Source: an optimization exercise on an open RTL-to-GDS flow (aim: small area). Production flows keep margins and buffers that such runs may drop. Function was checked by simulation only, so behaviour that the tests miss may differ from the original. Power figures rest on the tool's default switching activity, not on a simulated workload.

--- design.v ---
module tamagotchi_top (
    input        clk,
    input        reset,        
    input        btn_salud,    
    input        btn_ali,      
    input        btn_reset,    
    input        btn_test,     
    input        ult,          
    input        gyro,         
    output       rs,
    output       rw,
    output       enable,
    output [7:0] data,
    output [6:0] seg_display,
    output       clk_out,
    output       an,
    output       tstled
);
    reg [4:0] div;
    always @(posedge clk) begin
        if (!reset) div <= 5'd0;
        else        div <= div + 5'd1;
    end
    assign clk_out = div[4];
    assign enable  = div[2];
    wire lcd_tick = (div[2:0] == 3'b011);
    wire [3:0] display_out;
    wire [1:0] display_out2;
    tamagotchi_fsm U_tamagotchi (
        .clk(clk),
        .reset(reset),
        .div(div),
        .btn_salud(btn_salud),
        .btn_ali(btn_ali),
        .ult(ult),
        .gyro(gyro),
        .btn_reset(btn_reset),
        .btn_test(btn_test),
        .display_out(display_out),
        .display_out2(display_out2),
        .seg_display(seg_display),
        .an(an),
        .tstled(tstled)
    );
    bucleEspera U_bucleEspera (
        .clk(clk),
        .reset(reset),
        .tick(lcd_tick),
        .select_figures(display_out),
        .sleep(display_out2),
        .rs(rs),
        .rw(rw),
        .data(data)
    );
endmodule
module tamagotchi_fsm (
    input wire btn_salud,
    input wire btn_ali,
    input wire ult,
    input wire gyro,
    input wire btn_reset,
    input wire btn_test,
    input wire clk,
    input wire reset,    
    input wire [4:0] div,    
    output wire [3:0] display_out,
    output reg  [1:0] display_out2,
    output wire [6:0] seg_display,
    output wire an,
    output wire tstled
    );
    localparam [3:0] LV1 = 4'd12;
    localparam [3:0] LV2 = 4'd8;
    localparam [3:0] LV3 = 4'd0;
    localparam [3:0] LV4 = 4'd1;
    localparam [3:0] LV5 = 4'd2;
    localparam [3:0] LV6 = 4'd5;
    localparam [3:0] LV7 = 4'd10;
    localparam [3:0] LV8 = 4'd4;
    localparam [3:0] LV9 = 4'd9;
    localparam [3:0] LV10 = 4'd3;
    localparam [3:0] LVX = 4'd6;    
    localparam [15:0] LT5_TABLE = 16'h1103;    
    localparam [15:0] GE5_TABLE = 16'h063c;    
    localparam [15:0] SEG0_TABLE = 16'hf8c2;    
    localparam [15:0] SEG1_TABLE = 16'he8e4;    
    localparam [15:0] SEG2_TABLE = 16'he9c0;    
    localparam [15:0] SEG3_TABLE = 16'hfcca;    
    localparam [15:0] SEG4_TABLE = 16'hfec7;    
    localparam [15:0] SEG5_TABLE = 16'hfdc1;    
    localparam [15:0] SEG6_TABLE = 16'hfcc0;    
    function [3:0] lvl_inc; input [3:0] t; lvl_inc = {t[2:0], ~(t[3] ^ t[0])}; endfunction
    function [3:0] lvl_dec; input [3:0] t; lvl_dec = {~(t[0] ^ t[1]), t[3:1]}; endfunction
    function [4:0] step5;
        input [4:0] t;
        step5 = {t[3:0], ~(t[4] ^ t[2])};
    endfunction
    function [7:0] step8;
        input [7:0] t;
        step8 = {t[6:0], ~(t[7] ^ t[5] ^ t[4] ^ t[3]) ^ (t[6:0] == 7'h7f)};
    endfunction
    localparam [4:0] T24 = 5'b10100;
    localparam [7:0] T6 = 8'h3D, T12 = 8'h43;
    reg [3:0] lvl0, lvl1, lvl2, lvl3;
    reg [4:0] tmr0, tmr1, tmr2, tmr3;
    reg [8:0] sens0, sens1;
    wire [7:0] H = sens0[7:0];
    wire X = sens0[8];
    reg test_mode, dead_mode;
    reg d3, d1, d0;                    
    reg [3:0] seg_lvl;                 
    reg S_l, A_l, U_l, G_l, R_l, T_l, tm_l, dm_l, d2_l;
    wire d2 = GE5_TABLE[seg_lvl];
    assign display_out = {d3, d2, d1, d0};
    assign an = 1'b0;
    assign tstled = ~test_mode;
    wire R = ~btn_reset;
    wire T = ~btn_test;
    wire S = ~btn_salud;
    wire A = ~btn_ali;
    wire U = ult;
    wire G = ~gyro;             
    wire tick  = (div == 5'd15);                  
    wire lane0 = (div == 5'd16);                  
    wire lane1 = (div == 5'd17);                  
    wire lane2 = (div == 5'd18);                  
    wire proc  = tick | lane0 | lane1 | lane2;
    wire c_tm = tick ? test_mode : tm_l;
    wire c_dm = tick ? dead_mode : dm_l;
    wire c_R  = tick ? R : R_l;
    wire c_T  = tick ? T : T_l;
    wire c_d2 = tick ? d2 : d2_l;
    wire [3:0] c_disp = {d3, c_d2, d1, d0};
    wire c_nrm = ~c_dm & ~c_tm;
    wire [3:0] L = lvl0;
    wire [4:0] M = tmr0;
    wire L1  = (L == LV1);
    wire lt5 = LT5_TABLE[L];
    wire n10 = (L != LV10);
    wire tmr_end = (M == T24);
    wire h_ok = ~(H[7:2] == 6'd0 && H[1:0] != 2'b10);    
    wire tv_fire = c_tm & U_l & (X ? c_disp == 4'b0111 : c_disp == 4'b0011) & h_ok;
    wire te_fire = c_tm & G & (X ? c_disp == 4'b0101 : c_disp == 4'b0001) & h_ok;
    reg set1, set10, inc, dec, run;
    always @(*) begin
        set1 = 1'b0; set10 = 1'b0; inc = 1'b0;
        dec = ~c_tm & tmr_end & ~L1;
        run = ~c_tm;
        case (div[1:0])
            2'd0: begin      
                set1  = c_tm & S_l & ~L1 & (c_disp == 4'b0100);
                set10 = c_tm & S_l & L1 & (c_disp == 4'b0000);
                inc = c_nrm & S_l & (lt5 ? c_disp == 4'b0000 : n10 & c_disp == 4'b0100);
            end
            2'd1: begin      
                set1  = c_tm & A_l & ~L1 & (c_disp == 4'b0110);
                set10 = c_tm & A_l & L1 & (c_disp == 4'b0010);
                inc = c_nrm & A_l & (lt5 ? c_disp == 4'b0010 : n10 & c_disp == 4'b0110);
            end
            2'd2: begin      
                set1  = tv_fire & X;
                set10 = tv_fire & ~X;
                inc = c_nrm & U_l & (H == T6) &
                      (lt5 ? c_disp == 4'b0011 : n10 & c_disp == 4'b0111);
            end
            default: begin   
                set1  = te_fire & X;
                set10 = te_fire & ~X;
                inc = c_nrm & G & (display_out2 == 2'b01) & (H == T12) & n10;
                run = ~c_tm & ~G & ~c_dm;
                dec = run & tmr_end & ~L1;
            end
        endcase
    end
    reg [3:0] L_next;
    reg [4:0] M_next;
    always @(*) begin
        if (set1)        L_next = LV1;
        else if (set10)  L_next = LV10;
        else if (dec)    L_next = lvl_dec(L);
        else if (inc)    L_next = lvl_inc(L);
        else if (c_T)    L_next = LV1;
        else if (c_R)    L_next = LV8;
        else             L_next = L;
        if (run)         M_next = (tmr_end | L1) ? 5'd0 : step5(M);
        else if (c_R)    M_next = 5'd0;
        else             M_next = M;
    end
    wire s_fire = tick ? te_fire : tv_fire;
    wire s_adv  = tick ? G & (test_mode | ~dead_mode) : U_l & (tm_l | ~dm_l);
    wire [7:0] H_next = (s_fire | inc) ? 8'd0 : s_adv ? step8(H) : H;
    wire X_next = s_fire ? ~X : c_R ? 1'b0 : X;
    always @(posedge clk) begin
        if (!reset) begin
            sens0 <= 9'd0; sens1 <= 9'd0;
        end else begin
            sens0 <= sens1;
            sens1 <= (tick | lane2) ? {X_next, H_next} : sens0;
        end
    end
    wire all1 = (lvl0 == LV1) & (lvl1 == LV1) & (lvl2 == LV1) & (lvl3 == LV1);
    always @(posedge clk) begin
        if (!reset) begin
            lvl0 <= LV3; lvl1 <= LV5; lvl2 <= LV6; lvl3 <= LV4;
            tmr0 <= 5'd0; tmr1 <= 5'd0; tmr2 <= 5'd0; tmr3 <= 5'd0;
        end else begin
            lvl0 <= lvl1; lvl1 <= lvl2; lvl2 <= lvl3;
            tmr0 <= tmr1; tmr1 <= tmr2; tmr2 <= tmr3;
            lvl3 <= proc ? L_next : lvl0;
            tmr3 <= proc ? M_next : tmr0;
        end
    end
    always @(posedge clk) begin
        if (tick) begin
            S_l <= S; A_l <= A; U_l <= U; G_l <= G; R_l <= R; T_l <= T;
            tm_l <= test_mode; dm_l <= dead_mode; d2_l <= d2;
        end
    end
    always @(posedge clk) begin
        if (!reset) begin
            d3 <= 1'b1; d1 <= 1'b0; d0 <= 1'b0;
            display_out2 <= 2'b00;
            dead_mode <= 1'b0;
            test_mode <= 1'b0;
            seg_lvl <= LVX;
        end else begin
            if (tick) begin
                if (T)                            test_mode <= 1'b1;
                else if (R)                       test_mode <= 1'b0;
                if (all1 & ~test_mode)            dead_mode <= 1'b1;
                else if (R | T)                   dead_mode <= 1'b0;
                if (~test_mode & ~G)              display_out2 <= dead_mode ? 2'b11 : 2'b00;
                else if (~dead_mode & ~test_mode & G) display_out2 <= 2'b01;
                else if (R | T)                   display_out2 <= 2'b00;
                case (display_out[1:0])
                    2'b00: seg_lvl <= lvl1;
                    2'b01: seg_lvl <= lvl0;
                    2'b10: seg_lvl <= lvl2;
                    default: seg_lvl <= lvl3;
                endcase
            end
            if (lane2) begin
                if ((tm_l | ~dm_l) & G_l)         {d3, d1, d0} <= 3'b001;
                else if ((tm_l | ~dm_l) & U_l)    {d3, d1, d0} <= 3'b011;
                else if ((tm_l | ~dm_l) & A_l)    {d3, d1, d0} <= 3'b010;
                else if ((tm_l | ~dm_l) & S_l)    {d3, d1, d0} <= 3'b000;
                else if (R_l)                     {d3, d1, d0} <= 3'b100;
            end
        end
    end
    assign seg_display = {SEG6_TABLE[seg_lvl], SEG5_TABLE[seg_lvl], SEG4_TABLE[seg_lvl], SEG3_TABLE[seg_lvl],
                          SEG2_TABLE[seg_lvl], SEG1_TABLE[seg_lvl], SEG0_TABLE[seg_lvl]};
endmodule
module bucleEspera (
    input clk,
    input reset,                  
    input tick,                   
    input [3:0] select_figures,
    input [1:0] sleep,
    output reg rs,
    output rw,
    output reg [7:0] data
);
localparam M_INIT   = 3'd0;   
localparam M_CC0    = 3'd1;   
localparam M_SV     = 3'd2;   
localparam M_CREATE = 3'd3;   
localparam M_CC1    = 3'd4;   
localparam M_SCW    = 3'd5;   
localparam M_WAIT   = 3'd6;   
localparam C_ZERO = 3'd2, C_FELIZ = 3'd3, C_TRISTE = 3'd1, C_NEUTRO = 3'd0,
           C_DORMIDO = 3'd4, C_MUERTO = 3'd5;
localparam L_ZERO = 3'd0, L_SALUD = 3'd6, L_ENERGIA = 3'd2, L_COMIDA = 3'd5,
           L_DIVERSION = 3'd4, L_ZZZ = 3'd3, L_MUERTE = 3'd7;
reg [2:0] mode;
reg [5:0] n;
reg t;
reg change;
reg [2:0] sel1, sel2;
wire [4:0] row;
glyph_rom U_rom (.s1(sel1), .s2(sel2), .n(n), .ch(change), .q(row));
assign rw = 1'b0;
always @(*) begin
    rs = 1'b0;
    data = 8'h00;
    case (mode)
        M_INIT: case (n[1:0])
            2'd1: data = 8'h38;
            2'd2: data = 8'h0C;
            2'd3: data = 8'h01;
            default: data = 8'h00;
        endcase
        M_CC0, M_SV: data = 8'h01;
        M_CREATE: if (!t) data = {2'b01, n[5:3], 3'b000};
                  else begin rs = 1'b1; data = {3'b000, row}; end
        M_CC1: data = 8'h0C;
        M_SCW: if (!t) data = {1'b1, n[2], 3'b000, change, n[1:0]};
               else begin rs = 1'b1; data = {5'b00000, n[2:0]}; end
        M_WAIT: if (!t) rs = 1'b1;
                else data = 8'hC4;
        default: ;
    endcase
end
always @(posedge clk) begin
    if (!reset) begin
        mode <= M_INIT;
        n <= 6'd0;
        t <= 1'b0;
        change <= 1'b0;
        sel1 <= C_ZERO;
        sel2 <= L_ZERO;
    end else if (tick) begin
        case (mode)
            M_INIT: begin
                if (n[1:0] == 2'd3) begin
                    mode <= M_CC0; n <= 6'd0;
                end else n <= n + 6'd1;
            end
            M_CC0: begin
                mode <= M_SV;
                if (sleep == 2'b01) begin
                    sel1 <= C_DORMIDO; sel2 <= L_ZZZ;
                end else if (sleep == 2'b11) begin
                    sel1 <= C_MUERTO; sel2 <= L_MUERTE;
                end else begin
                    case (select_figures[3:2])
                        2'b01: sel1 <= C_FELIZ;
                        2'b00: sel1 <= C_TRISTE;
                        2'b10: sel1 <= C_NEUTRO;
                        default: ;
                    endcase
                    if (select_figures[3:2] == 2'b10) sel2 <= L_ZERO;
                    else case (select_figures[1:0])
                        2'b00: sel2 <= L_SALUD;
                        2'b01: sel2 <= L_ENERGIA;
                        2'b10: sel2 <= L_COMIDA;
                        default: sel2 <= L_DIVERSION;
                    endcase
                end
            end
            M_SV: begin
                mode <= M_CREATE; n <= 6'd0; t <= 1'b0;
            end
            M_CREATE: begin
                if (!t) t <= 1'b1;
                else if (n == 6'd62) begin
                    mode <= M_CC1; n <= 6'd0; t <= 1'b0;
                end else begin
                    n <= n + 6'd1;
                    if (n[2:0] == 3'd7) t <= 1'b0;
                end
            end
            M_CC1: begin
                mode <= M_SCW; n <= 6'd0; t <= 1'b0;
            end
            M_SCW: begin
                if (!t) t <= 1'b1;
                else begin
                    t <= 1'b0;
                    if (n[2:0] == 3'd7) begin
                        mode <= M_WAIT; n <= 6'd0; change <= ~change;
                    end else n <= n + 6'd1;
                end
            end
            M_WAIT: begin
                if (!t) begin
                    if (n == 6'd25) begin
                        mode <= M_CC0; n <= 6'd0;
                    end else t <= 1'b1;
                end else begin
                    t <= 1'b0; n <= n + 6'd1;
                end
            end
            default: mode <= M_INIT;
        endcase
    end
end
endmodule
module glyph_rom(s1, s2, n, ch, q);
  input [2:0] s1;
  wire [2:0] s1;
  input [2:0] s2;
  wire [2:0] s2;
  input [5:0] n;
  wire [5:0] n;
  input ch;
  wire ch;
  output [4:0] q;
  wire [4:0] q;
  wire _000_;
  wire _001_;
  wire _002_;
  wire _003_;
  wire _004_;
  wire _005_;
  wire _006_;
  wire _007_;
  wire _008_;
  wire _009_;
  wire _010_;
  wire _011_;
  wire _012_;
  wire _013_;
  wire _014_;
  wire _015_;
  wire _016_;
  wire _017_;
  wire _018_;
  wire _019_;
  wire _020_;
  wire _021_;
  wire _022_;
  wire _023_;
  wire _024_;
  wire _025_;
  wire _026_;
  wire _027_;
  wire _028_;
  wire _029_;
  wire _030_;
  wire _031_;
  wire _032_;
  wire _033_;
  wire _034_;
  wire _035_;
  wire _036_;
  wire _037_;
  wire _038_;
  wire _039_;
  wire _040_;
  wire _041_;
  wire _042_;
  wire _043_;
  wire _044_;
  wire _045_;
  wire _046_;
  wire _047_;
  wire _048_;
  wire _049_;
  wire _050_;
  wire _051_;
  wire _052_;
  wire _053_;
  wire _054_;
  wire _055_;
  wire _056_;
  wire _057_;
  wire _058_;
  wire _059_;
  wire _060_;
  wire _061_;
  wire _062_;
  wire _063_;
  wire _064_;
  wire _065_;
  wire _066_;
  wire _067_;
  wire _068_;
  wire _069_;
  wire _070_;
  wire _071_;
  wire _072_;
  wire _073_;
  wire _074_;
  wire _075_;
  wire _076_;
  wire _077_;
  wire _078_;
  wire _079_;
  wire _080_;
  wire _081_;
  wire _082_;
  wire _083_;
  wire _084_;
  wire _085_;
  wire _086_;
  wire _087_;
  wire _088_;
  wire _089_;
  wire _090_;
  wire _091_;
  wire _092_;
  wire _093_;
  wire _094_;
  wire _095_;
  wire _096_;
  wire _097_;
  wire _098_;
  wire _099_;
  wire _100_;
  wire _101_;
  wire _102_;
  wire _103_;
  wire _104_;
  wire _105_;
  wire _106_;
  wire _107_;
  wire _108_;
  wire _109_;
  wire _110_;
  wire _111_;
  wire _112_;
  wire _113_;
  wire _114_;
  wire _115_;
  wire _116_;
  wire _117_;
  wire _118_;
  wire _119_;
  wire _120_;
  wire _121_;
  wire _122_;
  wire _123_;
  wire _124_;
  wire _125_;
  wire _126_;
  wire _127_;
  wire _128_;
  wire _129_;
  wire _130_;
  wire _131_;
  wire _132_;
  wire _133_;
  wire _134_;
  wire _135_;
  wire _136_;
  wire _137_;
  wire _138_;
  wire _139_;
  wire _140_;
  wire _141_;
  wire _142_;
  wire _143_;
  wire _144_;
  wire _145_;
  wire _146_;
  wire _147_;
  wire _148_;
  wire _149_;
  wire _150_;
  wire _151_;
  wire _152_;
  wire _153_;
  wire _154_;
  wire _155_;
  wire _156_;
  wire _157_;
  wire _158_;
  wire _159_;
  wire _160_;
  wire _161_;
  wire _162_;
  wire _163_;
  wire _164_;
  wire _165_;
  wire _166_;
  wire _167_;
  wire _168_;
  wire _169_;
  wire _170_;
  wire _171_;
  wire _172_;
  wire _173_;
  wire _174_;
  wire _175_;
  wire _176_;
  wire _177_;
  wire _178_;
  wire _179_;
  wire _180_;
  wire _181_;
  wire _182_;
  wire _183_;
  wire _184_;
  wire _185_;
  wire _186_;
  wire _187_;
  wire _188_;
  wire _189_;
  wire _190_;
  wire _191_;
  wire _192_;
  wire _193_;
  wire _194_;
  wire _195_;
  wire _196_;
  wire _197_;
  wire _198_;
  wire _199_;
  wire _200_;
  wire _201_;
  wire _202_;
  wire _203_;
  wire _204_;
  wire _205_;
  wire _206_;
  wire _207_;
  wire _208_;
  wire _209_;
  wire _210_;
  wire _211_;
  wire _212_;
  wire _213_;
  wire _214_;
  wire _215_;
  wire _216_;
  wire _217_;
  wire _218_;
  wire _219_;
  wire _220_;
  wire _221_;
  wire _222_;
  wire _223_;
  wire _224_;
  wire _225_;
  wire _226_;
  wire _227_;
  wire _228_;
  wire _229_;
  wire _230_;
  wire _231_;
  wire _232_;
  wire _233_;
  wire _234_;
  wire _235_;
  wire _236_;
  wire _237_;
  wire _238_;
  wire _239_;
  wire _240_;
  wire _241_;
  wire _242_;
  wire _243_;
  wire _244_;
  wire _245_;
  wire _246_;
  wire _247_;
  wire _248_;
  wire _249_;
  wire _250_;
  wire _251_;
  wire _252_;
  wire _253_;
  wire _254_;
  wire _255_;
  wire _256_;
  wire _257_;
  wire _258_;
  wire _259_;
  wire _260_;
  wire _261_;
  wire _262_;
  wire _263_;
  wire _264_;
  wire _265_;
  wire _266_;
  wire _267_;
  wire _268_;
  wire _269_;
  wire _270_;
  wire _271_;
  wire _272_;
  wire _273_;
  wire _274_;
  wire _275_;
  wire _276_;
  wire _277_;
  wire _278_;
  wire _279_;
  wire _280_;
  wire _281_;
  wire _282_;
  wire _283_;
  wire _284_;
  wire _285_;
  wire _286_;
  wire _287_;
  wire _288_;
  wire _289_;
  wire _290_;
  wire _291_;
  wire _292_;
  wire _293_;
  wire _294_;
  wire _295_;
  wire _296_;
  wire _297_;
  wire _298_;
  wire _299_;
  wire _300_;
  wire _301_;
  wire _302_;
  wire _303_;
  wire _304_;
  wire _305_;
  wire _306_;
  wire _307_;
  wire _308_;
  wire _309_;
  wire _310_;
  wire _311_;
  wire _312_;
  wire _313_;
  wire _314_;
  wire _315_;
  wire _316_;
  wire _317_;
  wire _318_;
  wire _319_;
  wire _320_;
  wire _321_;
  wire _322_;
  wire _323_;
  wire _324_;
  wire _325_;
  wire _326_;
  wire _327_;
  wire _328_;
  wire _329_;
  wire _330_;
  wire _331_;
  wire _332_;
  wire _333_;
  wire _334_;
  wire _335_;
  wire _336_;
  wire _337_;
  wire _338_;
  wire _339_;
  wire _340_;
  wire _341_;
  wire _342_;
  wire _343_;
  wire _344_;
  wire _345_;
  wire _346_;
  wire _347_;
  wire _348_;
  wire _349_;
  wire _350_;
  wire _351_;
  wire _352_;
  wire _353_;
  wire _354_;
  wire _355_;
  wire _356_;
  wire _357_;
  wire _358_;
  wire _359_;
  wire _360_;
  wire _361_;
  wire _362_;
  wire _363_;
  wire _364_;
  wire _365_;
  wire _366_;
  wire _367_;
  wire _368_;
  wire _369_;
  wire _370_;
  wire _371_;
  wire _372_;
  wire _373_;
  wire _374_;
  wire _375_;
  wire _376_;
  wire _377_;
  wire _378_;
  wire _379_;
  wire _380_;
  wire _381_;
  wire _382_;
  wire _383_;
  wire _384_;
  wire _385_;
  wire _386_;
  wire _387_;
  wire _388_;
  wire _389_;
  wire _390_;
  wire _391_;
  wire _392_;
  wire _393_;
  wire _394_;
  wire _395_;
  wire _396_;
  wire _397_;
  wire _398_;
  wire _399_;
  wire _400_;
  wire _401_;
  wire _402_;
  wire _403_;
  wire _404_;
  assign _090_ = 4'h8 >> { n[0], n[1] };
  assign _100_ = 4'h8 >> { _090_, n[2] };
  assign _111_ = 4'h1 >> n[4:3];
  assign _122_ = 4'h8 >> n[4:3];
  assign _133_ = 4'h1 >> { _122_, _111_ };
  assign _144_ = 4'h8 >> { _133_, n[5] };
  assign _155_ = 4'h8 >> { _144_, _100_ };
  assign _166_ = 4'h2 >> { _155_, s2[0] };
  assign _176_ = 4'h4 >> n[4:3];
  assign _187_ = 4'h8 >> { n[5], n[2] };
  assign _198_ = 4'h4 >> { n[0], n[1] };
  assign _209_ = 4'h8 >> { _198_, n[5] };
  assign _220_ = 4'h1 >> { n[0], n[1] };
  assign _231_ = 4'h8 >> { _220_, n[2] };
  assign _241_ = 4'h1 >> { _231_, _209_ };
  assign _252_ = 4'h1 >> { _241_, _187_ };
  assign _263_ = 4'h4 >> { n[5], n[2] };
  assign _274_ = 4'h8 >> { _263_, n[1] };
  assign _285_ = 4'h1 >> { n[5], n[2] };
  assign _296_ = 4'h8 >> { _285_, _198_ };
  assign _306_ = 4'h1 >> { _296_, _274_ };
  assign _317_ = 4'h4 >> { _306_, _252_ };
  assign _328_ = 4'h2 >> { _317_, _176_ };
  assign _339_ = 4'h2 >> { _328_, _166_ };
  assign _348_ = 4'h2 >> n[4:3];
  assign _349_ = 4'h4 >> { _348_, _285_ };
  assign _350_ = 4'h2 >> { _349_, _339_ };
  assign _351_ = 4'h4 >> { n[5], n[0] };
  assign _352_ = 4'h1 >> { _351_, n[4] };
  assign _353_ = 4'h4 >> { n[4], n[0] };
  assign _354_ = 4'h2 >> { _353_, n[1] };
  assign _355_ = 4'h4 >> { _354_, _352_ };
  assign _356_ = 4'h2 >> { _355_, s2[0] };
  assign _357_ = 4'h1 >> { _356_, _350_ };
  assign _358_ = 4'h2 >> n[3:2];
  assign _359_ = 4'h8 >> { _358_, _355_ };
  assign _360_ = 4'h2 >> { _359_, _357_ };
  assign _361_ = 4'h4 >> n[3:2];
  assign _362_ = 4'h2 >> { n[0], n[1] };
  assign _363_ = 4'h8 >> { _362_, _361_ };
  assign _364_ = 4'h8 >> { _363_, n[4] };
  assign _365_ = 4'h2 >> { n[1], n[2] };
  assign _366_ = 4'h2 >> { _187_, _176_ };
  assign _367_ = 4'h8 >> { _348_, _209_ };
  assign _368_ = 4'h1 >> { _367_, _366_ };
  assign _369_ = 4'h2 >> { _368_, _365_ };
  assign _370_ = 4'h1 >> { _369_, _364_ };
  assign _371_ = 4'h4 >> { _370_, _360_ };
  assign _372_ = 4'h4 >> { _366_, _090_ };
  assign _373_ = 4'h4 >> { _372_, _306_ };
  assign _374_ = 4'h2 >> { n[5], n[2] };
  assign _375_ = 4'h8 >> { _374_, _348_ };
  assign _376_ = 4'h8 >> { _375_, _198_ };
  assign _377_ = 4'h1 >> { _376_, s2[0] };
  assign _378_ = 4'h4 >> { _377_, _373_ };
  assign _379_ = 4'h1 >> { n[4], n[0] };
  assign _380_ = 4'h2 >> { n[5], n[1] };
  assign _381_ = 4'h8 >> { _380_, _361_ };
  assign _382_ = 4'h4 >> { _381_, _379_ };
  assign _383_ = 4'h4 >> { _361_, n[1] };
  assign _384_ = 4'h4 >> n[5:4];
  assign _385_ = 4'h8 >> { _384_, n[0] };
  assign _386_ = 4'h8 >> { _385_, _383_ };
  assign _387_ = 4'h1 >> { _386_, _382_ };
  assign _388_ = 4'h8 >> { _387_, _378_ };
  assign _389_ = 4'h8 >> { ch, s2[2] };
  assign _390_ = 4'h4 >> { _389_, s2[1] };
  assign _391_ = 4'h4 >> { _390_, _388_ };
  assign _392_ = 4'h4 >> { _391_, _371_ };
  assign _393_ = 4'h2 >> s2[2:1];
  assign _394_ = 4'h8 >> { _393_, ch };
  assign _395_ = 4'h2 >> { _365_, n[4] };
  assign _396_ = 4'h1 >> { _395_, s2[0] };
  assign _397_ = 4'h2 >> { _396_, _394_ };
  assign _398_ = 4'h1 >> { _374_, _351_ };
  assign _399_ = 4'h1 >> { _398_, n[3] };
  assign _400_ = 4'h4 >> { _399_, s2[0] };
  assign _401_ = 4'h1 >> { n[5], n[3] };
  assign _402_ = 4'h8 >> { n[5], n[3] };
  assign _403_ = 4'h1 >> { _402_, _401_ };
  assign _404_ = 4'h8 >> { _220_, n[5] };
  assign _000_ = 4'h1 >> { _404_, _252_ };
  assign _001_ = 4'h2 >> { _000_, _403_ };
  assign _002_ = 4'h1 >> { _001_, _400_ };
  assign _003_ = 4'h4 >> { _403_, n[2] };
  assign _004_ = 4'h2 >> { _003_, _002_ };
  assign _005_ = 4'h2 >> { _004_, _351_ };
  assign _006_ = 4'h8 >> { _380_, s2[0] };
  assign _007_ = 4'h8 >> { _006_, _363_ };
  assign _008_ = 4'h8 >> { _374_, n[3] };
  assign _009_ = 4'h8 >> { _008_, n[0] };
  assign _010_ = 4'h2 >> { s2[0], n[0] };
  assign _011_ = 4'h8 >> { _010_, _401_ };
  assign _012_ = 4'h1 >> { _011_, _009_ };
  assign _013_ = 4'h4 >> { _012_, _007_ };
  assign _014_ = 4'h4 >> { _013_, _005_ };
  assign _015_ = 4'h2 >> { _014_, _397_ };
  assign _016_ = 4'h4 >> { _209_, s1[1] };
  assign _017_ = 4'h4 >> { s1[0], n[0] };
  assign _018_ = 4'h2 >> s1[1:0];
  assign _019_ = 4'h1 >> { _018_, n[2] };
  assign _020_ = 4'h1 >> { _019_, _017_ };
  assign _021_ = 4'h4 >> { _020_, _016_ };
  assign _022_ = 4'h4 >> { _021_, _380_ };
  assign _023_ = 4'h2 >> { _022_, _176_ };
  assign _024_ = 4'h1 >> { _023_, s1[2] };
  assign _025_ = 4'h4 >> { _111_, n[2] };
  assign _026_ = 4'h2 >> { _025_, n[5] };
  assign _027_ = 4'h1 >> { _026_, n[0] };
  assign _028_ = 4'h8 >> { _348_, _100_ };
  assign _029_ = 4'h1 >> { n[4], n[2] };
  assign _030_ = 4'h2 >> { _029_, n[3] };
  assign _031_ = 4'h2 >> { _030_, _220_ };
  assign _032_ = 4'h8 >> { _176_, _090_ };
  assign _033_ = 4'h8 >> { n[4], n[2] };
  assign _034_ = 4'h8 >> { _033_, _198_ };
  assign _035_ = 4'h1 >> { _034_, _032_ };
  assign _036_ = 4'h4 >> { _035_, _031_ };
  assign _037_ = 4'h4 >> { _036_, _028_ };
  assign _038_ = 4'h4 >> { _037_, _027_ };
  assign _039_ = 4'h1 >> { _374_, _263_ };
  assign _040_ = 4'h8 >> { s1[0], n[1] };
  assign _041_ = 4'h4 >> { _040_, _039_ };
  assign _042_ = 4'h2 >> { _041_, _038_ };
  assign _043_ = 4'h8 >> { _041_, n[0] };
  assign _044_ = 4'h2 >> { _043_, s1[2] };
  assign _045_ = 4'h4 >> { _044_, _042_ };
  assign _046_ = 4'h1 >> { _045_, _024_ };
  assign _047_ = 4'h8 >> { _220_, s1[1] };
  assign _048_ = 4'h1 >> { _047_, s1[2] };
  assign _049_ = 4'h4 >> { _048_, _383_ };
  assign _050_ = 4'h1 >> { _049_, _122_ };
  assign _051_ = 4'h2 >> { _050_, _038_ };
  assign _052_ = 4'h4 >> { _380_, n[2] };
  assign _053_ = 4'h8 >> { _052_, _348_ };
  assign _054_ = 4'h8 >> { _383_, n[4] };
  assign _055_ = 4'h8 >> { n[0], n[2] };
  assign _056_ = 4'h4 >> { _055_, _122_ };
  assign _057_ = 4'h1 >> { _056_, n[5] };
  assign _058_ = 4'h4 >> { _057_, _054_ };
  assign _059_ = 4'h4 >> { _058_, _053_ };
  assign _060_ = 4'h2 >> { s1[2], s1[0] };
  assign _061_ = 4'h2 >> { _060_, s1[1] };
  assign _062_ = 4'h1 >> { _061_, ch };
  assign _063_ = 4'h4 >> { _062_, _059_ };
  assign _064_ = 4'h4 >> { _063_, _051_ };
  assign _065_ = 4'h4 >> { _064_, _046_ };
  assign _066_ = 4'h2 >> { _285_, _122_ };
  assign _067_ = 4'h2 >> { _066_, _339_ };
  assign _068_ = 4'h8 >> { _389_, s2[1] };
  assign _069_ = 4'h8 >> { _285_, _090_ };
  assign _070_ = 4'h2 >> { _069_, _133_ };
  assign _071_ = 4'h8 >> { _404_, _361_ };
  assign _072_ = 4'h1 >> { _071_, _052_ };
  assign _073_ = 4'h2 >> { _072_, _070_ };
  assign _074_ = 4'h2 >> n[5:4];
  assign _075_ = 4'h8 >> { _074_, n[0] };
  assign _076_ = 4'h8 >> { _353_, n[1] };
  assign _077_ = 4'h8 >> { _076_, n[5] };
  assign _078_ = 4'h1 >> { _077_, _075_ };
  assign _079_ = 4'h2 >> { _078_, _361_ };
  assign _080_ = 4'h8 >> { _198_, _176_ };
  assign _081_ = 4'h8 >> { _080_, _187_ };
  assign _082_ = 4'h1 >> { _081_, s2[0] };
  assign _083_ = 4'h4 >> { _082_, _079_ };
  assign _084_ = 4'h4 >> { _083_, _073_ };
  assign _085_ = 4'h2 >> { _084_, _068_ };
  assign _086_ = 4'h4 >> { _085_, _067_ };
  assign _087_ = 4'h4 >> { _402_, n[1] };
  assign _088_ = 4'h1 >> { _008_, _274_ };
  assign _089_ = 4'h4 >> { _088_, _087_ };
  assign _091_ = 4'h4 >> { _394_, s2[0] };
  assign _092_ = 4'h8 >> { _091_, n[4] };
  assign _093_ = 4'h4 >> { _092_, _089_ };
  assign _094_ = 4'h1 >> { _093_, _086_ };
  assign _095_ = 4'h4 >> { _094_, _065_ };
  assign _096_ = 4'h4 >> { _095_, _015_ };
  assign q[3] = 4'hb >> { _096_, _392_ };
  assign _097_ = 4'h4 >> { _187_, n[0] };
  assign _098_ = 4'h8 >> { _198_, s1[2] };
  assign _099_ = 4'h4 >> { _098_, _187_ };
  assign _101_ = 4'h1 >> { _099_, _097_ };
  assign _102_ = 4'h1 >> { _101_, s1[0] };
  assign _103_ = 4'h1 >> { _187_, _090_ };
  assign _104_ = 4'h2 >> { _103_, _045_ };
  assign _105_ = 4'h4 >> { _220_, s1[0] };
  assign _106_ = 4'h1 >> { _105_, _252_ };
  assign _107_ = 4'h4 >> { _106_, _104_ };
  assign _108_ = 4'h1 >> { _107_, _102_ };
  assign _109_ = 4'h8 >> { _209_, s1[0] };
  assign _110_ = 4'h1 >> { _055_, _220_ };
  assign _112_ = 4'h1 >> { s1[1], n[0] };
  assign _113_ = 4'h2 >> { _112_, _365_ };
  assign _114_ = 4'h1 >> { _113_, _110_ };
  assign _115_ = 4'h1 >> { _114_, _109_ };
  assign _116_ = 4'h1 >> { _115_, s1[2] };
  assign _117_ = 4'h2 >> { _116_, _070_ };
  assign _118_ = 4'h4 >> { _117_, _108_ };
  assign _119_ = 4'h1 >> { _220_, n[5] };
  assign _120_ = 4'h1 >> { _119_, _231_ };
  assign _121_ = 4'h4 >> { _120_, _144_ };
  assign _123_ = 4'h2 >> { _121_, _062_ };
  assign _124_ = 4'h4 >> { _123_, _118_ };
  assign _125_ = 4'h1 >> { _001_, _100_ };
  assign _126_ = 4'h1 >> { _125_, n[3] };
  assign _127_ = 4'h1 >> { n[0], n[2] };
  assign _128_ = 4'h4 >> { _127_, _403_ };
  assign _129_ = 4'h8 >> { _348_, _198_ };
  assign _130_ = 4'h1 >> { _404_, _385_ };
  assign _131_ = 4'h4 >> { _130_, _129_ };
  assign _132_ = 4'h4 >> { _131_, _128_ };
  assign _134_ = 4'h4 >> { _132_, _126_ };
  assign _135_ = 4'h8 >> { _134_, _366_ };
  assign _136_ = 4'h2 >> { _135_, _166_ };
  assign _137_ = 4'h8 >> { _252_, _122_ };
  assign _138_ = 4'h8 >> { n[1], n[2] };
  assign _139_ = 4'h8 >> { _138_, _351_ };
  assign _140_ = 4'h1 >> { _139_, _069_ };
  assign _141_ = 4'h2 >> { _140_, _176_ };
  assign _142_ = 4'h8 >> { _383_, n[0] };
  assign _143_ = 4'h1 >> { _142_, s2[0] };
  assign _145_ = 4'h4 >> { _143_, _141_ };
  assign _146_ = 4'h4 >> { _145_, _137_ };
  assign _147_ = 4'h2 >> { _146_, _068_ };
  assign _148_ = 4'h4 >> { _147_, _136_ };
  assign _149_ = 4'h1 >> { _011_, _006_ };
  assign _150_ = 4'h1 >> { _149_, _013_ };
  assign _151_ = 4'h2 >> { _150_, _002_ };
  assign _152_ = 4'h2 >> { _151_, _397_ };
  assign _153_ = 4'h1 >> { _032_, _363_ };
  assign _154_ = 4'h1 >> n[5:4];
  assign _156_ = 4'h1 >> { _154_, _033_ };
  assign _157_ = 4'h4 >> { _156_, _153_ };
  assign _158_ = 4'h1 >> { _033_, _029_ };
  assign _159_ = 4'h2 >> { n[5], n[3] };
  assign _160_ = 4'h1 >> { _159_, _158_ };
  assign _161_ = 4'h1 >> { _160_, _166_ };
  assign _162_ = 4'h1 >> { _161_, _157_ };
  assign _163_ = 4'h4 >> { _090_, n[4] };
  assign _164_ = 4'h1 >> { _158_, _076_ };
  assign _165_ = 4'h4 >> { _164_, _163_ };
  assign _167_ = 4'h2 >> { _165_, _378_ };
  assign _168_ = 4'h2 >> { _167_, _390_ };
  assign _169_ = 4'h4 >> { _168_, _162_ };
  assign _170_ = 4'h1 >> { _169_, _152_ };
  assign _171_ = 4'h4 >> { _170_, _148_ };
  assign q[2] = 4'hb >> { _171_, _124_ };
  assign _172_ = 4'h8 >> { _384_, _363_ };
  assign _173_ = 4'h8 >> { _052_, _372_ };
  assign _174_ = 4'h8 >> { _361_, _090_ };
  assign _175_ = 4'h8 >> { _174_, _074_ };
  assign _177_ = 4'h1 >> { _175_, _173_ };
  assign _178_ = 4'h8 >> { _177_, _166_ };
  assign _179_ = 4'h4 >> { _178_, _357_ };
  assign _180_ = 4'h1 >> { _179_, _358_ };
  assign _181_ = 4'h1 >> { _180_, _137_ };
  assign _182_ = 4'h4 >> { _375_, n[1] };
  assign _183_ = 4'h1 >> { _182_, s2[0] };
  assign _184_ = 4'h1 >> { _380_, _209_ };
  assign _185_ = 4'h1 >> { _184_, n[3] };
  assign _186_ = 4'h8 >> { _374_, _362_ };
  assign _188_ = 4'h1 >> { _186_, _185_ };
  assign _189_ = 4'h2 >> { _188_, n[4] };
  assign _190_ = 4'h2 >> { _189_, _183_ };
  assign _191_ = 4'h1 >> { _190_, _379_ };
  assign _192_ = 4'h4 >> { _191_, _181_ };
  assign _193_ = 4'h1 >> { _192_, _172_ };
  assign _194_ = 4'h2 >> { _193_, _390_ };
  assign _195_ = 4'h8 >> { _112_, _358_ };
  assign _196_ = 4'h2 >> { _021_, _348_ };
  assign _197_ = 4'h1 >> { _196_, _195_ };
  assign _199_ = 4'h4 >> { _197_, _134_ };
  assign _200_ = 4'h1 >> { _199_, _045_ };
  assign _201_ = 4'h2 >> { _198_, n[5] };
  assign _202_ = 4'h2 >> { _201_, s1[2] };
  assign _203_ = 4'h2 >> { _202_, n[4] };
  assign _204_ = 4'h8 >> { s1[0], n[4] };
  assign _205_ = 4'h2 >> { _204_, _056_ };
  assign _206_ = 4'h1 >> { _403_, s1[2] };
  assign _207_ = 4'h1 >> { _206_, _128_ };
  assign _208_ = 4'h4 >> { _207_, _205_ };
  assign _210_ = 4'h4 >> { _208_, _203_ };
  assign _211_ = 4'h8 >> { _111_, n[1] };
  assign _212_ = 4'h4 >> { _074_, n[1] };
  assign _213_ = 4'h1 >> { _212_, _211_ };
  assign _214_ = 4'h8 >> { _213_, _062_ };
  assign _215_ = 4'h4 >> { _214_, _210_ };
  assign _216_ = 4'h4 >> { _215_, _200_ };
  assign _217_ = 4'h1 >> { _164_, _156_ };
  assign _218_ = 4'h1 >> { _075_, _384_ };
  assign _219_ = 4'h4 >> { _263_, n[1] };
  assign _221_ = 4'h2 >> { _219_, _218_ };
  assign _222_ = 4'h1 >> { _221_, _138_ };
  assign _223_ = 4'h1 >> { _222_, _217_ };
  assign _224_ = 4'h8 >> { _091_, _133_ };
  assign _225_ = 4'h4 >> { _224_, _223_ };
  assign _226_ = 4'h2 >> { _072_, _353_ };
  assign _227_ = 4'h8 >> { _129_, _285_ };
  assign _228_ = 4'h1 >> { _227_, _172_ };
  assign _229_ = 4'h8 >> { _228_, _082_ };
  assign _230_ = 4'h4 >> { _229_, _226_ };
  assign _232_ = 4'h2 >> { _230_, _068_ };
  assign _233_ = 4'h1 >> { _232_, _225_ };
  assign _234_ = 4'h1 >> { _233_, _350_ };
  assign _235_ = 4'h8 >> { _006_, _394_ };
  assign _236_ = 4'h8 >> { _235_, _188_ };
  assign _237_ = 4'h1 >> { _236_, _234_ };
  assign _238_ = 4'h4 >> { _237_, _216_ };
  assign q[1] = 4'hb >> { _238_, _194_ };
  assign _239_ = 4'h8 >> { _119_, _066_ };
  assign _240_ = 4'h1 >> { _071_, _367_ };
  assign _242_ = 4'h4 >> { _240_, _239_ };
  assign _243_ = 4'h4 >> { _242_, _173_ };
  assign _244_ = 4'h4 >> { _243_, _360_ };
  assign _245_ = 4'h1 >> { _138_, _198_ };
  assign _246_ = 4'h2 >> { _245_, _366_ };
  assign _247_ = 4'h1 >> { _172_, _053_ };
  assign _248_ = 4'h4 >> { _247_, _246_ };
  assign _249_ = 4'h8 >> { _248_, _183_ };
  assign _250_ = 4'h2 >> { _249_, _390_ };
  assign _251_ = 4'h4 >> { _250_, _244_ };
  assign _253_ = 4'h4 >> { _156_, n[3] };
  assign _254_ = 4'h4 >> { _253_, _134_ };
  assign _255_ = 4'h2 >> { _156_, _134_ };
  assign _256_ = 4'h1 >> { _018_, _231_ };
  assign _257_ = 4'h4 >> { _018_, _090_ };
  assign _258_ = 4'h1 >> { _257_, s1[2] };
  assign _259_ = 4'h4 >> { _258_, _256_ };
  assign _260_ = 4'h1 >> { _122_, _100_ };
  assign _261_ = 4'h4 >> { _260_, _259_ };
  assign _262_ = 4'h8 >> { _261_, _402_ };
  assign _264_ = 4'h1 >> { _380_, _353_ };
  assign _265_ = 4'h8 >> { _264_, _062_ };
  assign _266_ = 4'h4 >> { _265_, _003_ };
  assign _267_ = 4'h4 >> { _266_, _262_ };
  assign _268_ = 4'h4 >> { _267_, _255_ };
  assign _269_ = 4'h4 >> { _268_, _254_ };
  assign _270_ = 4'h2 >> { n[0], n[3] };
  assign _271_ = 4'h2 >> { _270_, _052_ };
  assign _272_ = 4'h1 >> { _271_, _139_ };
  assign _273_ = 4'h1 >> { _231_, n[1] };
  assign _275_ = 4'h8 >> { _273_, _399_ };
  assign _276_ = 4'h2 >> { _275_, _272_ };
  assign _277_ = 4'h2 >> { _276_, _224_ };
  assign _278_ = 4'h1 >> { _174_, _008_ };
  assign _279_ = 4'h8 >> { _263_, _090_ };
  assign _280_ = 4'h1 >> { _279_, _404_ };
  assign _281_ = 4'h1 >> { _280_, n[3] };
  assign _282_ = 4'h8 >> { _281_, _033_ };
  assign _283_ = 4'h8 >> { _218_, _174_ };
  assign _284_ = 4'h1 >> { _375_, s2[0] };
  assign _286_ = 4'h4 >> { _284_, _283_ };
  assign _287_ = 4'h4 >> { _286_, _282_ };
  assign _288_ = 4'h1 >> { _287_, _178_ };
  assign _289_ = 4'h1 >> { _288_, _278_ };
  assign _290_ = 4'h8 >> { _296_, _133_ };
  assign _291_ = 4'h8 >> { _288_, _278_ };
  assign _292_ = 4'h1 >> { _291_, _290_ };
  assign _293_ = 4'h4 >> { _292_, _289_ };
  assign _294_ = 4'h2 >> { _052_, _166_ };
  assign _295_ = 4'h2 >> { _294_, _068_ };
  assign _297_ = 4'h4 >> { _295_, _293_ };
  assign _298_ = 4'h1 >> { _297_, _277_ };
  assign _299_ = 4'h4 >> { _298_, _269_ };
  assign q[0] = 4'hb >> { _299_, _251_ };
  assign _300_ = 4'h1 >> { _008_, s2[1] };
  assign _301_ = 4'h1 >> { _300_, _287_ };
  assign _302_ = 4'h2 >> { _285_, s2[1] };
  assign _303_ = 4'h1 >> { _186_, _372_ };
  assign _304_ = 4'h1 >> { _303_, _089_ };
  assign _305_ = 4'h8 >> { _074_, _198_ };
  assign _307_ = 4'h1 >> { _305_, _071_ };
  assign _308_ = 4'h4 >> { _307_, _304_ };
  assign _309_ = 4'h1 >> { _308_, _302_ };
  assign _310_ = 4'h1 >> { _309_, _301_ };
  assign _311_ = 4'h8 >> { _231_, _144_ };
  assign _312_ = 4'h4 >> { _279_, _111_ };
  assign _313_ = 4'h1 >> { _138_, _362_ };
  assign _314_ = 4'h2 >> { _313_, _074_ };
  assign _315_ = 4'h1 >> { _314_, _312_ };
  assign _316_ = 4'h4 >> { _315_, _311_ };
  assign _318_ = 4'h2 >> { _316_, _310_ };
  assign _319_ = 4'h2 >> { _318_, _178_ };
  assign _320_ = 4'h4 >> { _310_, _178_ };
  assign _321_ = 4'h2 >> { _320_, _389_ };
  assign _322_ = 4'h4 >> { _321_, _319_ };
  assign _323_ = 4'h8 >> { _201_, _176_ };
  assign _324_ = 4'h2 >> { _119_, n[3] };
  assign _325_ = 4'h8 >> { _324_, _089_ };
  assign _326_ = 4'h1 >> { _325_, _323_ };
  assign _327_ = 4'h8 >> { s1[2], s1[0] };
  assign _329_ = 4'h8 >> { _327_, _365_ };
  assign _330_ = 4'h2 >> { _329_, _261_ };
  assign _331_ = 4'h1 >> { _330_, _326_ };
  assign _332_ = 4'h8 >> { _003_, _385_ };
  assign _333_ = 4'h8 >> { _080_, _374_ };
  assign _334_ = 4'h1 >> { _333_, _227_ };
  assign _335_ = 4'h4 >> { _334_, _332_ };
  assign _336_ = 4'h4 >> { _335_, _331_ };
  assign _337_ = 4'h2 >> { _336_, _062_ };
  assign _338_ = 4'h8 >> { _187_, n[3] };
  assign _340_ = 4'h2 >> { _338_, _272_ };
  assign _341_ = 4'h1 >> { _340_, s2[0] };
  assign _342_ = 4'h1 >> { _270_, _008_ };
  assign _343_ = 4'h2 >> { _342_, _006_ };
  assign _344_ = 4'h1 >> { _343_, _281_ };
  assign _345_ = 4'h4 >> { _344_, _341_ };
  assign _346_ = 4'h2 >> { _345_, _397_ };
  assign _347_ = 4'h1 >> { _346_, _337_ };
  assign q[4] = 4'hb >> { _347_, _322_ };
endmodule
--- flow/run.sh ---
#!/bin/bash
# Layout: the standard ORFS flow, with three changes:
#  1. after the standard synthesis, the combinational logic between the
#     registers is re-optimised and re-mapped with Yosys/ABC (&deepsyn with
#     a few seeds, then amap; the smallest result is kept). The registers
#     (names and cells) are left exactly as the standard synthesis made
#     them, and a new netlist is used only if Yosys proves it equivalent to
#     the standard one (otherwise the standard one is kept);
#  2. the port buffers are buf_1 cells;
#  3. the clock tree is built of clkbuf_8 cells, without dummy loads.
# Each tool writes its full output to a log here: synth.log, remap_<seed>.log,
# equiv_<seed>.log, flow.log, and ORFS's per-step logs under orfs/logs/.
set -euo pipefail
W=$(pwd)
YOSYS=$FLOW_HOME/../tools/install/yosys/bin/yosys
LIB=$FLOW_HOME/platforms/sky130hd/lib/sky130_fd_sc_hd__tt_025C_1v80.lib
R=$W/orfs/results/sky130hd/tamagotchi_top/base

bash standard.sh synth > synth.log 2>&1
cp $R/1_2_yosys.v $W/std_netlist.v

DU="-dont_use *probe* -dont_use *lpflow* -dont_use *clkbuf* -dont_use *dly* -dont_use *buf_* -dont_use *sdf* -dont_use *edf* -dont_use *df* -dont_use *dl*"
remap() {   # remap SEED: writes remap_SEED.v and remap_SEED.area if it is proven equivalent
  local S=$1
  printf 'strash\n&get -n\n&deepsyn -T 120 -S %s\n&put\ndch -f\namap\n' $S > $W/remap_$S.abc
  $YOSYS -l remap_$S.log -p "read_liberty -ignore_miss_func -ignore_miss_dir $LIB; \
    blackbox sky130_fd_sc_hd__dfxtp_1 sky130_fd_sc_hd__dfxtp_2 sky130_fd_sc_hd__dfxtp_4 sky130_fd_sc_hd__edfxtp_1 sky130_fd_sc_hd__conb_1; \
    read_verilog $W/std_netlist.v; hierarchy -top $FLOW_TOP; flatten; opt -purge; \
    abc -liberty $LIB $DU -script $W/remap_$S.abc; opt_clean -purge; \
    hilomap -singleton -hicell sky130_fd_sc_hd__conb_1 HI -locell sky130_fd_sc_hd__conb_1 LO; \
    insbuf -buf sky130_fd_sc_hd__buf_1 A X; splitnets; opt_clean -purge; \
    write_verilog -noattr -noexpr -nohex -nodec $W/remap_$S.v; \
    tee -o $W/remap_$S.stat stat -liberty $LIB" > /dev/null 2>&1 || return 0
  grep -q "assign" $W/remap_$S.v && return 0
  $YOSYS -l equiv_$S.log -p "read_liberty -ignore_miss_func -ignore_miss_dir $LIB; \
    read_verilog $W/std_netlist.v; rename $FLOW_TOP gold; read_verilog $W/remap_$S.v; rename $FLOW_TOP gate; \
    flatten gold gate; techmap; opt_clean; async2sync; equiv_make gold gate eq; hierarchy -top eq; \
    equiv_simple -seq 2; equiv_induct -seq 2; equiv_status -assert" > /dev/null 2>&1 || return 0
  grep "Chip area" $W/remap_$S.stat | awk '{print $NF}' > $W/remap_$S.area
}
for S in 1 2 3 4; do remap $S & done
wait

BEST=""; BESTA=""
for S in 1 2 3 4; do
  if [[ -s $W/remap_$S.area ]]; then
    A=$(cat $W/remap_$S.area)
    if [[ -z "$BEST" ]] || awk "BEGIN{exit !($A < $BESTA)}"; then BEST=$S; BESTA=$A; fi
  fi
done
if [[ -n "$BEST" ]]; then
  echo "remapped netlist used: seed $BEST, area $BESTA" > remap_result.txt
  cp $W/remap_$BEST.v $R/1_2_yosys.v
  rm -f $R/1_synth.odb $R/1_synth.sdc
else
  echo "standard netlist kept" > remap_result.txt
fi

bash standard.sh \
  "BUFFER_PORTS_ARGS=-buffer_cell sky130_fd_sc_hd__buf_1" \
  "CTS_ARGS=-sink_clustering_enable -repair_clock_nets -buf_list sky130_fd_sc_hd__clkbuf_8 -root_buf sky130_fd_sc_hd__clkbuf_8 -sink_clustering_size 20 -sink_clustering_max_diameter 60 -dont_use_dummy_load" \
  finish > flow.log 2>&1
--- standard.sh ---
#!/bin/bash
# synth_recipe.tcl (not shown) runs the flow's synth.tcl, then flattens the netlist and writes it again
# the make line also repeats each setting of config.mk as NAME=value (left out here)
make -C /OpenROAD-flow-scripts/flow DESIGN_CONFIG=/design/flow/config.mk WORK_HOME=/design/flow/orfs CLKGATE_MAP_FILE= SYNTH_SCRIPT=/design/flow/synth_recipe.tcl "${@:-finish}"
--- config.mk ---
export PLATFORM = sky130hd
export DESIGN_NAME = tamagotchi_top
export DESIGN_NICKNAME = tamagotchi_top
export VERILOG_FILES = /design/flow/design.v
export SDC_FILE = /design/flow/constraint.sdc
export NUM_CORES = 4
export LEC_CHECK = 0
export ABC_AREA = 1
export CAP_MARGIN = 20
export CORE_MARGIN = 2
export CORE_UTILIZATION = 40
export SLEW_MARGIN = 20
--- constraint.sdc ---
create_clock -name core_clock -period 10.0 [get_ports {clk}]
set_input_delay 2.0000 -clock core_clock [delete_from_list [all_inputs] [get_ports {clk}]]
set_output_delay 2.0000 -clock core_clock [all_outputs]
set_load 0.01 [all_outputs]
==> flow_summary_export.csv, run 1 <==
group,metric,value,unit
place,gp_congestion,1.10,
final_layout,antenna_cells,0,
global_route,grt_max_degree,48,
routing,drc_errors,0,
sta,fmax,144,MHz
sta,grt_setup_unrepaired,"false",
routing,via_count,5915,
global_route,grtUsageTotal,29.5,%
clocking,cts_resized,0,
synthesis,syn_area,5230,um^2
routing,wl_per_cell,21.7,um
pwr,ir_worst_vdd,118,uV
clocking,cts_root_buf,"clkbuf_8",
clocking,clk_pin_slew,70,ps
sta,fin_crit,6940,ps
routing,via_per_inst,6.23,
synthesis,avgSynthCellArea,7.09,um^2
sta,finalSetupViolations,0,
sta,finalMaxSlewViolations,0,
clocking,cts.sinks,96,
floorplan,die-area,14000,um^2
status,outcome,"no timing/DRC/antenna violations",
setup_path,path_class,"register to primary output",
floorplan,die_h,118,um
setup_path,cp_max_fo,12,
sta,tightestPinTransition,912,ps
place,portBuffers,26,
floorplan,num_rows,41,
floorplan,coreArea,12700,um^2
sta,relSlewSlack,37.6,%
synthesis,synthesis.instances,738,
sta,fin_skew,20.7,ps
routing,antenna_left,0,
place,place_hpwl,15400,um
global_route,grt_overflow,0,
setup_path,crit_required,8000,ps
final_layout,final_nets,787,
setup_path,cp-end-kind,"primary output",
setup_path,setup.worst_path.start_class,"register",
setup_path,rrSetupSlack,5620,ps
clocking,insertion_delay,380,ps
clocking,cts_buffers,9,
final_layout,final_cell_area,5700,um^2
flow_run,cap_violations,0,
final_layout,drive_gt1_share,1.67,%
clocking,cts_buffer_depth,2,
global_route,grt_pass1_vias,5714,
floorplan,num_io_pins,29,
clocking,cts_tree,"built",
clocking,cts_max_level,3,
sta,post-route-period-util,69.4,%
floorplan,initial_core_util,41.3,%
clocking,post_cts_buffers,0,
min_path,hold_class,"register to register",
floorplan,die_w,118,um
place,place_area,5570,um^2
sta,hold_violations,0,
pwr,power_density,113,nW/um^2
global_route,antenna_found_initial,0,
synthesis,yosysWarningCount,3,
final_layout,area_growth_syn_to_layout,8.92,%
global_route,grt_pass1_wl,32000,um
final_layout,n_fill_cell,1346,
sta,setup_tns,0,ps
routing,dr.pass1.iters,6,
routing,drt_wl_total,20600,um
clocking,ctsHoldBuffers,0,
setup_path,cp.arrival,4940,ps
routing,drt-initial-drc-count,593,
pwr,p_leak,1.81,nW
==> per-stage QoR <==
stage	cells	worst slack [ps]	hold slack [ps]	util (%)	total power, W
6_report	949	3060	441	45.0	0.000641
5_1_grt	949	2870	450	45.0	0.000664
4_1_cts	949	3440	445	45.0	0.000644
3_5_place_dp	940	3830	422	44.0	0.000445
3_3_place_gp	940	3630	414	44.0	0.000446
2_1_floorplan	739	4970	410	-	0.000428
==> power breakdown <==
group / switching, W / internal [W]
clock: 0.000122 / 0.0000809
sequential: 0.00000548 / 0.000389
combinational: 0.0000320 / 0.0000116
==> per-layer routing <==
metal  share of wire (%)  GRT usage, %
met5                   0             0
met4                 7.8          20.9
met3                 8.4          6.32
met2                  46          48.8
met1                  38          33.8
==> critical path, stage by stage, from the launching register on <==
cell and delay [ps]:
dfxtp_1 470, clkinv_1 480, nor2_1 590, clkinv_1 380, nor2_1 660, a2111oi_0 360, a221oi_1 510, a31oi_1 170
a31oi_1 160, or4_1 140, o311ai_0 120, a31oi_1 230, or3_1 150, buf_1 160
==> layout by cell type, fill, tap and decap left out, drive strengths merged, types with 3 or more instances in the layout <==
master     n
a2111oi    6
a211oi     9
a21oi     29
a221oi     8
a311oi     4
a31o       3
a31oi     18
and3       3
buf       30
clkbuf     9
clkinv   107
dfxtp     92
edfxtp     4
nand2     54
nand3      9
nand4      3
nor2     156
nor2b     31
nor3      23
nor3b      3
nor4      13
o211ai     3
o21a      10
o21ai     52
o221a      3
o221ai     6
o22a       4
o22ai     34
o311ai     4
o31ai      5
o32ai      6
or2        9
or3        7
or4        3
==> final cells by class <==
cell class	instances	area [um^2]	area share, %
multi-input combinational	535	2870	50.3
sequential	96	1960	34.4
inverter	107	402	7.05
tap	172	215	3.78
timing repair buffer	30	128	2.24
clock buffer	9	124	2.17
==> registers in the layout (all words and copies together) (netlist names), 2 cells and up <==
register / flops
U_bucleEspera.mode: 3
U_bucleEspera.n: 6
U_bucleEspera.sel1: 3
U_bucleEspera.sel2: 3
U_tamagotchi.display_out2: 2
U_tamagotchi.lvl0: 4
U_tamagotchi.lvl1: 4
U_tamagotchi.lvl2: 4
U_tamagotchi.lvl3: 4
U_tamagotchi.seg_lvl: 4
U_tamagotchi.sens0: 9
U_tamagotchi.sens1: 9
U_tamagotchi.tmr0: 5
U_tamagotchi.tmr1: 5
U_tamagotchi.tmr2: 5
U_tamagotchi.tmr3: 5
div: 5
==> final timing paths <==
path | from | end | depth (start not counted)
setup / recovery | U_bucleEspera.n[1] | data[2] | 13
hold / removal | U_tamagotchi.tmr3[4] | U_tamagotchi.tmr2[4] | 1
setup reg to reg | div[1] | U_bucleEspera.n[5] | 17
hold reg to reg | U_tamagotchi.tmr3[4] | U_tamagotchi.tmr2[4] | 1
==> run 2, diff against run 1 <==
--- a/flow/run.sh
+++ b/flow/run.sh
@@ -3,5 +3,5 @@
 #  1. after the standard synthesis, the combinational logic between the
 #     registers is re-optimised and re-mapped with Yosys/ABC (&deepsyn with
-#     a few seeds, then amap; the smallest result is kept). The registers
+#     eight seeds, then amap; the smallest result is kept). The registers
 #     (names and cells) are left exactly as the standard synthesis made
 #     them, and a new netlist is used only if Yosys proves it equivalent to
@@ -41,7 +41,9 @@
 for S in 1 2 3 4; do remap $S & done
 wait
+for S in 5 6 7 8; do remap $S & done
+wait
 
 BEST=""; BESTA=""
-for S in 1 2 3 4; do
+for S in 1 2 3 4 5 6 7 8; do
   if [[ -s $W/remap_$S.area ]]; then
     A=$(cat $W/remap_$S.area)
==> flow_summary_export.csv, run 2 <==
group,metric,value,unit
final_layout,area_growth_syn_to_layout,8.92,%
sta,tightestPinTransition,912,ps
synthesis,yosysWarningCount,3,
floorplan,initial_core_util,41.3,%
sta,fmax,144,MHz
global_route,grt_overflow,0,
setup_path,worst_r2r_path_depth,17,
final_layout,n_fill_cell,1346,
setup_path,rrSetupSlack,5620,ps
floorplan,coreArea,12700,um^2
sta,relSlewSlack,37.6,%
clocking,insertion_delay,380,ps
routing,drt-initial-drc-count,593,
final_layout,final_cell_mix,"156 x nor2_1, 107 x clkinv_1, 92 x dfxtp_1, 54 x nand2_1, 52 x o21ai_0",
sta,finalMaxSlewViolations,0,
final_layout,multi_input_area,2870,um^2
setup_path,cp.arrival,4940,ps
pwr,p_leak,1.81,nW
synthesis,syn_area,5230,um^2
clocking,cts_buffer_depth,2,
setup_path,r2r-end,"U_bucleEspera.n[5]",
final_layout,final_cell_area,5700,um^2
global_route,grt_max_degree,48,
setup_path,rr_startpoint,"div[1]",
clocking,ctsHoldBuffers,0,
setup_path,cp-end-kind,"primary output",
global_route,grtUsageTotal,29.5,%
floorplan,num_io_pins,29,
sta,grt_setup_unrepaired,"false",
place,gp_congestion,1.10,
place,place_area,5570,um^2
clocking,cts_resized,0,
routing,via_count,5915,
pwr,ir_worst_vdd,118,uV
synthesis,avgSynthCellArea,7.09,um^2
global_route,grt_pass1_wl,32000,um
final_layout,drive_gt1_share,1.67,%
min_path,hold_class,"register to register",
flow_run,cap_violations,0,
sta,post-route-period-util,69.4,%
pwr,power_density,113,nW/um^2
sta,finalSetupViolations,0,
place,dp.cells,940,
place,portBuffers,26,
final_layout,top_regs,"U_tamagotchi.sens0 (9), U_tamagotchi.sens1 (9), U_bucleEspera.n (6)",
routing,via_per_inst,6.23,
min_path,min_path_cells,1,
setup_path,cp_max_fo,12,
final_layout,final_nets,787,
min_path,whs_endpoint,"U_tamagotchi.tmr2[4]",
synthesis,synthesis.instances,738,
sta,fin_crit,6940,ps
floorplan,die_h,118,um
status,outcome,"no timing/DRC/antenna violations",
floorplan,die_w,118,um
routing,wl_per_cell,21.7,um
floorplan,num_rows,41,
global_route,grt_pass1_vias,5714,
sta,hold_violations,0,
clocking,cts_buffers,9,
final_layout,fin_cells,949,
sta,fin_skew,20.7,ps
clocking,cts.sinks,96,
min_path,hp-start,"U_tamagotchi.tmr3[4]",
sta,setup_tns,0,ps
routing,drt_wl_total,20600,um
routing,drc_errors,0,
routing,dr.pass1.iters,6,
final_layout,seq_area,1960,um^2
clocking,cts_root_buf,"clkbuf_8",
floorplan,die-area,14000,um^2
setup_path,path_class,"register to primary output",
final_layout,layout_commonest_cell,"nor2_1",
final_layout,final_util,45.0,%
clocking,cts_tree,"built",
final_layout,antenna_cells,0,
clocking,post_cts_buffers,0,
place,place_hpwl,15400,um
clocking,clk_pin_slew,70,ps
clocking,cts_max_level,3,
setup_path,crit_required,8000,ps
setup_path,setup.worst_path.start_class,"register",
global_route,antenna_found_initial,0,
routing,antenna_left,0,
## run 2: where the power goes
part | switching, W | internal, W
combinational | 0.0000320 | 0.0000116
clock | 0.000122 | 0.0000809
sequential | 0.00000548 | 0.000389
total | 0.000159 | 0.000482
## run 2: how the worst max path moves through the flow
stage	startpoint	endpoint	slack (ps)	cells past startpoint
after CTS	U_bucleEspera.n[1]	data[2]	3440	13
after global placement	U_bucleEspera.n[1]	data[1]	3630	14
after floorplan	U_bucleEspera.n[3]	data[2]	4970	13
final	U_bucleEspera.n[1]	data[2]	3060	13
after global routing	U_bucleEspera.n[1]	data[2]	2870	13
after detailed placement	U_bucleEspera.n[1]	data[2]	3830	13
## run 2: cell type report
class / instances / share of cell area (%)
Multi-Input combinational cell: 535 / 50.3
Sequential cell: 96 / 34.4
Inverter: 107 / 7.05
Tap cell: 172 / 3.78
Timing Repair Buffer: 30 / 2.24
Clock buffer: 9 / 2.17
## run 2: routing by layer
metal | up-vias | part of all wire [%] | wire length [um] | GRT usage, %
met4 | 0 | 7.8 | 1610 | 20.9
met5 | - | 0 | 0 | 0
met1 | 2712 | 38 | 7820 | 33.8
met3 | 120 | 8.4 | 1740 | 6.32
li1 | 2703 | - | - | -
met2 | 380 | 46 | 9450 | 48.8
## run 2: per-stage QoR
step,setup WS [ps],power (W),hold WS [ps]
2_1_floorplan,4970,0.000428,410
3_3_place_gp,3630,0.000446,414
3_5_place_dp,3830,0.000445,422
4_1_cts,3440,0.000644,445
5_1_grt,2870,0.000664,450
6_report,3060,0.000641,441
## run 2: critical path, stage by stage, from the launching register on
cell	delay, ps
dfxtp_1	470
clkinv_1	480
nor2_1	590
clkinv_1	380
nor2_1	660
a2111oi_0	360
a221oi_1	510
a31oi_1	170
a31oi_1	160
or4_1	140
o311ai_0	120
a31oi_1	230
or3_1	150
buf_1	160
==> run 3, diff against run 2 <==
--- a/design.v
+++ b/design.v
@@ -126,9 +126,9 @@
     wire lane2 = (div == 5'd18);                  
     wire proc  = tick | lane0 | lane1 | lane2;
-    wire c_tm = tick ? test_mode : tm_l;
-    wire c_dm = tick ? dead_mode : dm_l;
+    wire c_tm = tm_l;
+    wire c_dm = dm_l;
     wire c_R  = tick ? R : R_l;
     wire c_T  = tick ? T : T_l;
-    wire c_d2 = tick ? d2 : d2_l;
+    wire c_d2 = d2_l;
     wire [3:0] c_disp = {d3, c_d2, d1, d0};
     wire c_nrm = ~c_dm & ~c_tm;
@@ -214,4 +214,6 @@
         if (tick) begin
             S_l <= S; A_l <= A; U_l <= U; G_l <= G; R_l <= R; T_l <= T;
+        end
+        if (!(tick | lane0 | lane1)) begin
             tm_l <= test_mode; dm_l <= dead_mode; d2_l <= d2;
         end
@@ -275,5 +277,5 @@
 reg [2:0] mode;
 reg [5:0] n;
-reg t;
+reg t;       
 reg change;
 reg [2:0] sel1, sel2;
@@ -306,5 +308,4 @@
         mode <= M_INIT;
         n <= 6'd0;
-        t <= 1'b0;
         change <= 1'b0;
         sel1 <= C_ZERO;
==> flow_summary_export.csv, run 3 <==
group,metric,value,unit
pwr,ir_worst_vdd,95.8,uV
flow_run,cap_violations,0,
final_layout,area_growth_syn_to_layout,9.84,%
min_path,min_path_cells,1,
clocking,insertion_delay,360,ps
sta,worst_slack,2930,ps
clocking,cts.sinks,96,
floorplan,num_io_pins,29,
global_route,antenna_found_initial,0,
place,portBuffers,26,
final_layout,final_nets,795,
setup_path,cp.arrival,5070,ps
pwr,power_density,108,nW/um^2
place,pre_cts_ws,3620,ps
routing,drc_errors,0,
sta,hold_violations,0,
sta,fin_crit,7070,ps
clocking,cts_tree,"built",
global_route,grtUsageTotal,29.2,%
routing,drt-initial-drc-count,597,
sta,finalMaxSlewViolations,0,
routing,via_per_inst,6.25,
sta,finalSetupViolations,0,
clocking,cts_buffer_depth,2,
clocking,ctsHoldBuffers,0,
global_route,grt_overflow,0,
sta,tightestPinTransition,1050,ps
clocking,post_cts_buffers,0,
setup_path,cp-end-kind,"primary output",
setup_path,crit_required,8000,ps
setup_path,setup.worst_path.start_class,"register",
sta,relSlewSlack,28.5,%
synthesis,avgSynthCellArea,7.14,um^2
place,place_hpwl,15200,um
sta,post-route-period-util,70.7,%
setup_path,path_class,"register to primary output",
final_layout,final_cell_mix,"166 x nor2_1, 103 x clkinv_1, 88 x dfxtp_1, 57 x o21ai_0, 42 x nand2_1",
final_layout,fin_cells,957,
synthesis,syn_area,5280,um^2
setup_path,worst_r2r_path_depth,10,
pwr,p_leak,1.86,nW
sta,fmax,141,MHz
routing,antenna_left,0,
floorplan,die-area,14100,um^2
setup_path,cp_max_fo,18,
routing,drt_wl_total,20500,um
clocking,cts_root_buf,"clkbuf_8",
sta,fin_skew,31.3,ps
final_layout,antenna_cells,0,
sta,grt_setup_unrepaired,"false",
routing,dr.pass1.iters,5,
floorplan,coreArea,12800,um^2
final_layout,final_cell_area,5800,um^2
status,outcome,"no timing/DRC/antenna violations",
place,place_area,5670,um^2
floorplan,initial_core_util,41.3,%
floorplan,die_h,119,um
clocking,clk_pin_slew,70,ps
final_layout,drive_gt1_share,2.55,%
synthesis,synthesis.instances,739,
sta,whs,423,ps
clocking,cts_max_level,3,
floorplan,die_w,119,um
place,dp.cells,948,
global_route,grt_max_degree,53,
place,gp_congestion,1.04,
global_route,grt_pass1_vias,5718,
final_layout,layout_commonest_cell,"nor2_1",
routing,via_count,5981,
clocking,cts_buffers,9,
final_layout,top_regs,"U_tamagotchi.sens0 (9), U_tamagotchi.sens1 (9), U_bucleEspera.n (6)",
routing,wl_per_cell,21.4,um
floorplan,num_rows,41,
clocking,cts_resized,0,
min_path,hold_class,"register to register",
sta,setup_tns,0,ps
global_route,grt_pass1_wl,32000,um
synthesis,yosysWarningCount,3,
## run 3: area by class of cell
class                   instances  area [um^2]
clock buffers                   9          124
fillers                      1298         6980
inverters                     103          387
multi-input cells             540         2890
flip-flops and latches         96         2000
well taps                     172          215
repair buffers                 37          180
## run 3: where the power goes
group	internal [W]	switching, W
sequential	0.000391	0.00000480
clock	0.0000809	0.000116
combinational	0.00000986	0.0000242
## run 3: per-stage QoR
stage	util (%)	total power (W)
floorplan	-	0.000425
global placement	44.4	0.000438
detailed placement	44.4	0.000438
CTS	45.4	0.000631
global route	45.4	0.000653
finish	45.4	0.000627
## run 3: worst max-delay path: stages (launching register included)
cell and delay (ps):
dfxtp_1 620, clkinv_1 630, nor2_1 540, clkinv_1 370, nor2_1 270, nor2_1 110
nor2_1 280, nor4_1 130, a221oi_1 450, clkinv_1 250, a221oi_1 320, nor2_1 90
a311oi_1 240, nor4_1 100, o21ai_0 160, buf_1 180
## run 3: per-layer routing
metal / GRT usage [%] / vias to the layer above / part of all wire (%)
met5: 0 / - / 0
met4: 19.3 / 0 / 7.2
li1: - / 2744 / -
met3: 4.74 / 102 / 7.3
met1: 34.9 / 2785 / 39
met2: 48.4 / 350 / 47
## run 3: path summary, 6_finish.rpt
check / from / to / slack, ps
setup reg to reg: U_bucleEspera.n[2] / U_bucleEspera.n[2] / 6020
hold reg to reg: U_tamagotchi.tmr1[1] / U_tamagotchi.tmr0[1] / 420
hold / removal: U_tamagotchi.tmr1[1] / U_tamagotchi.tmr0[1] / 420
setup / recovery: U_bucleEspera.n[0] / data[2] / 2930

## afterwards: timing with drivers on the ports
The flow's constraints put no driver on any port. The routed layouts listed below were extracted and timed again, unchanged, in two steps.
Step 1 assumes that a clkbuf_16 drives the clock port and a buf_2 every other input.
Step 2 times the ports against the registers' clock, not the clock port: input delays grow and output delays shrink by t, the midpoint of the rising clock arrivals with the driver on.
Slacks: no drivers / after step 1 / after step 2; pairs: no drivers / after step 1.
| run | t (ns) | slack for setup (ns) |
|---|---|---|
| run 1 | 0.403 | 3.062 / 3.025 / 3.428 |
| run 2 | 0.403 | 3.062 / 3.025 / 3.428 |
| run 3 | 0.381 | 2.931 / 2.899 / 3.280 |
After both steps every run listed still meets setup and hold.
